This is an optimization exercise on Yosys and OpenROAD, whose aim is small area, not a production implementation. RTL that was checked went through simulation tests only; none was proved equivalent to the original. No activity file was given, so power comes from the tool's default toggle rates.

west:
==> module conv2D_int16, before the edit <==
module conv2D_int16(
    input wire  M_AXIS_ACLK,
    input wire  M_AXIS_ARESETN,
    input wire  S_AXIS_ACLK,
    input wire  S_AXIS_ARESETN,
    output wire  M_AXIS_TVALID,
    output wire [15:0] M_AXIS_TDATA,
    output wire [1:0] M_AXIS_TKEEP,
    output wire  M_AXIS_TLAST,
    input wire  M_AXIS_TREADY,
    output wire  S_AXIS_TREADY,
    input wire [15:0] S_AXIS_TDATA,
    input wire [1:0] S_AXIS_TKEEP,
    input wire  S_AXIS_TLAST,
    input wire  S_AXIS_TVALID
    );
    localparam IDLE = 3'b000, FILTER = 3'b001, DRAIN = 3'b010, STREAM = 3'b011,
               FILL0 = 3'b100, FILL3 = 3'b111;
    reg [2:0] state;
    reg [1:0] row;       
    wire RX = M_AXIS_TREADY && S_AXIS_TVALID;
    wire s_load   = state[2:1] == 2'b00;                 
    wire s_idle   = state == IDLE;
    wire s_fill   = state[2];
    wire s_stream = state == STREAM;
    wire s_drain  = state == DRAIN;
    wire ph0 = row == 2'd0;
    wire ph1 = row == 2'd1;
    wire ph2 = row == 2'd2;
    wire take = (s_fill || s_stream) && RX;          
    wire pad  = s_drain && !ph2;                     
    wire adv  = take || pad;                         
    assign S_AXIS_TREADY = M_AXIS_TREADY;
    assign M_AXIS_TKEEP  = 2'b11;
    assign M_AXIS_TLAST  = s_drain;
    assign M_AXIS_TVALID = ph2 && (s_drain || (s_stream && S_AXIS_TVALID));
    reg [15:0] f [0:8];
    integer i;
    always @(posedge S_AXIS_ACLK) begin
        if (s_load && RX) begin
            f[0] <= S_AXIS_TDATA;
            for (i = 1; i < 9; i = i + 1) f[i] <= f[i-1];
        end
    end
    wire [15:0] cA = ({16{ph0}} & f[2]) | ({16{ph1}} & f[5]) | ({16{ph2}} & f[8]);  
    wire [15:0] cB = ({16{ph0}} & f[1]) | ({16{ph1}} & f[4]) | ({16{ph2}} & f[7]);  
    wire [15:0] cC = ({16{ph0}} & f[0]) | ({16{ph1}} & f[3]) | ({16{ph2}} & f[6]);  
    wire [15:0] x = S_AXIS_TDATA & {16{take}};
    wire [16:0] xe = {x, 1'b0};
    wire [7:0] one, two, neg;
    genvar k;
    generate for (k = 0; k < 8; k = k + 1) begin : enc
        assign one[k] = xe[2*k] ^ xe[2*k+1];
        assign two[k] = (xe[2*k+2] & ~xe[2*k+1] & ~xe[2*k]) | (~xe[2*k+2] & xe[2*k+1] & xe[2*k]);
        assign neg[k] = xe[2*k+2];
    end endgenerate
    reg [15:0] O, P0, P1, P2;
    wire [15:0] sA, sB, sC;
    mac16 mA (.one(one), .two(two), .neg(neg), .c(cA), .acc(P0), .y(sA));
    mac16 mB (.one(one), .two(two), .neg(neg), .c(cB), .acc(P1), .y(sB));
    mac16 mC (.one(one), .two(two), .neg(neg), .c(cC), .acc(P2), .y(sC));
    wire shift = adv && ph0;
    always @(posedge S_AXIS_ACLK) begin
        if (shift) O <= sA;
        P0 <= shift ? sB : sA;
        P1 <= shift ? sC : sB;
        P2 <= shift ? 16'd0 : sC;
    end
    assign M_AXIS_TDATA = O;
    always @(posedge S_AXIS_ACLK) begin
        if (!S_AXIS_ARESETN) begin
            state <= IDLE;
            row   <= 2'd0;
        end else begin
            if (adv) row <= {row[0], !row[1] && !row[0]};   
            if (s_fill) begin
                if (RX && ph2) state <= {1'b1, state[1] ^ state[0], !state[0]};   
                if (RX && ph0 && state == FILL3) state <= STREAM;
            end else begin
                case (state)
                    IDLE: begin
                        if (RX) state <= FILTER;
                        else row <= 2'd0;
                    end
                    FILTER: if (RX && S_AXIS_TLAST) state <= FILL0;
                    STREAM: if (RX && S_AXIS_TLAST) state <= DRAIN;
                    DRAIN: if (ph2 && M_AXIS_TREADY) state <= IDLE;
                    default: state <= IDLE;
                endcase
            end
        end
    end
endmodule
export LEC_CHECK = 0
export CAP_MARGIN = 20
export CORE_MARGIN = 2
export CORE_UTILIZATION = 45
export CTS_BUF_LIST = sky130_fd_sc_hd__clkbuf_8
export CTS_CLUSTER_DIAMETER = 60
export CTS_CLUSTER_SIZE = 14
export GPL_TIMING_DRIVEN = 1
export PLACE_DENSITY = 0.6
export SLEW_MARGIN = 20
export SYNTH_HIERARCHICAL = 1
export SYNTH_MINIMUM_KEEP_SIZE = 0
create_clock -name core_clock -period 16.0 [get_ports {S_AXIS_ACLK}]
standard.sh (not shown) runs the stock make flow with config.mk's settings and CLKGATE_MAP_FILE= SYNTH_SCRIPT=/design/flow/synth_recipe.tcl, a recipe that flattens the netlist after the stock synthesis.
==> flow/flow/run.sh <==
#!/bin/bash
set -euo pipefail
here=$(pwd)
bash standard.sh \
  "POST_FLOORPLAN_TCL=$here/flow/downsize.tcl" \
  "BUFFER_PORTS_ARGS=-buffer_cell sky130_fd_sc_hd__buf_1" \
  "CTS_ARGS=-sink_clustering_enable -repair_clock_nets -sink_clustering_size 8 -sink_clustering_max_diameter 40 -buf_list sky130_fd_sc_hd__clkbuf_4 -dont_use_dummy_load" \
  finish > standard.log 2>&1
Other scripts of this flow, unchanged in this note and not shown: flow/flow/downsize.tcl
--- input diff west..south ---
diff --git a/flow/design.v b/flow/design.v
--- a/flow/design.v
+++ b/flow/design.v
@@ -24,11 +24,11 @@
     wire s_idle   = state == IDLE;
     wire s_fill   = state[2];
     wire s_stream = state == STREAM;
     wire s_drain  = state == DRAIN;
-    wire ph0 = row == 2'd0;
-    wire ph1 = row == 2'd1;
-    wire ph2 = row == 2'd2;
+    wire ph1 = row[0];
+    wire ph2 = row[1];
+    wire ph0 = !(row[0] || row[1]);
     wire take = (s_fill || s_stream) && RX;          
     wire pad  = s_drain && !ph2;                     
     wire adv  = take || pad;                         
     assign S_AXIS_TREADY = M_AXIS_TREADY;
@@ -72,9 +72,9 @@
         if (!S_AXIS_ARESETN) begin
             state <= IDLE;
             row   <= 2'd0;
         end else begin
-            if (adv) row <= {row[0], !row[1] && !row[0]};   
+            if (adv) row <= {ph1, ph0};   
             if (s_fill) begin
                 if (RX && ph2) state <= {1'b1, state[1] ^ state[0], !state[0]};   
                 if (RX && ph0 && state == FILL3) state <= STREAM;
             end else begin
Findings:
- south reached the final stage; the timing, DRC and antenna checks on its layout passed.
- west -> south: worst IR drop on VDD decreased by a few percent
- Density: south sparser than west
- Compared to west, south has clock power about 5% higher.
- Power in combinational cells in south is 3.6% lower than in west
- Number of buffers created by CTS delta for south relative to west: 2 higher
- The number of ordinary and repair buffers in the finished layout of south is lower than that of west.
- Sort west and south by wire length per cell, descending, and south comes first.
- Shortest clock period the worst path allows after layout: south > west
- Compared with west, south shows critical path data arrival time higher by 0.25 ns.
- Share of total power in the clock network is lower on west
- Against west, south comes in about 2% lower on post-route cell area.
- west leaves more setup margin than south.
Function not checked in west: the RTL went through the layout flow alone.

-- re-timing with driven ports --
In the flow no input, the clock included, has a driving cell. The finished layouts below were timed again as built, in two steps.
Step 1, drivers: a clkbuf_16 drives S_AXIS_ACLK and a buf_2 each remaining input, both assumed.
Step 2 times the ports against the registers' clock, not the clock port: input delays grow and output delays shrink by t, the midpoint of the rising clock arrivals with the driver on.
Three values: ideal ports, drivers, drivers and shift; two values: the first two.
run | t (ns) | slack for setup (ns) | hold WS [ns] | worst slew at a driven data input, ns
west | 0.704 | 3.688 / 3.713 / 3.009 | 0.412 / 0.412 / 0.412 | 0.04
south | 0.752 | 3.443 / 3.470 / 2.717 | 0.395 / 0.395 / 0.395 | 0.05
After both steps every run listed still meets setup and hold. The setup slack of south, which loses most, moves by +0.027 ns with the drivers and by -0.726 ns with both steps.
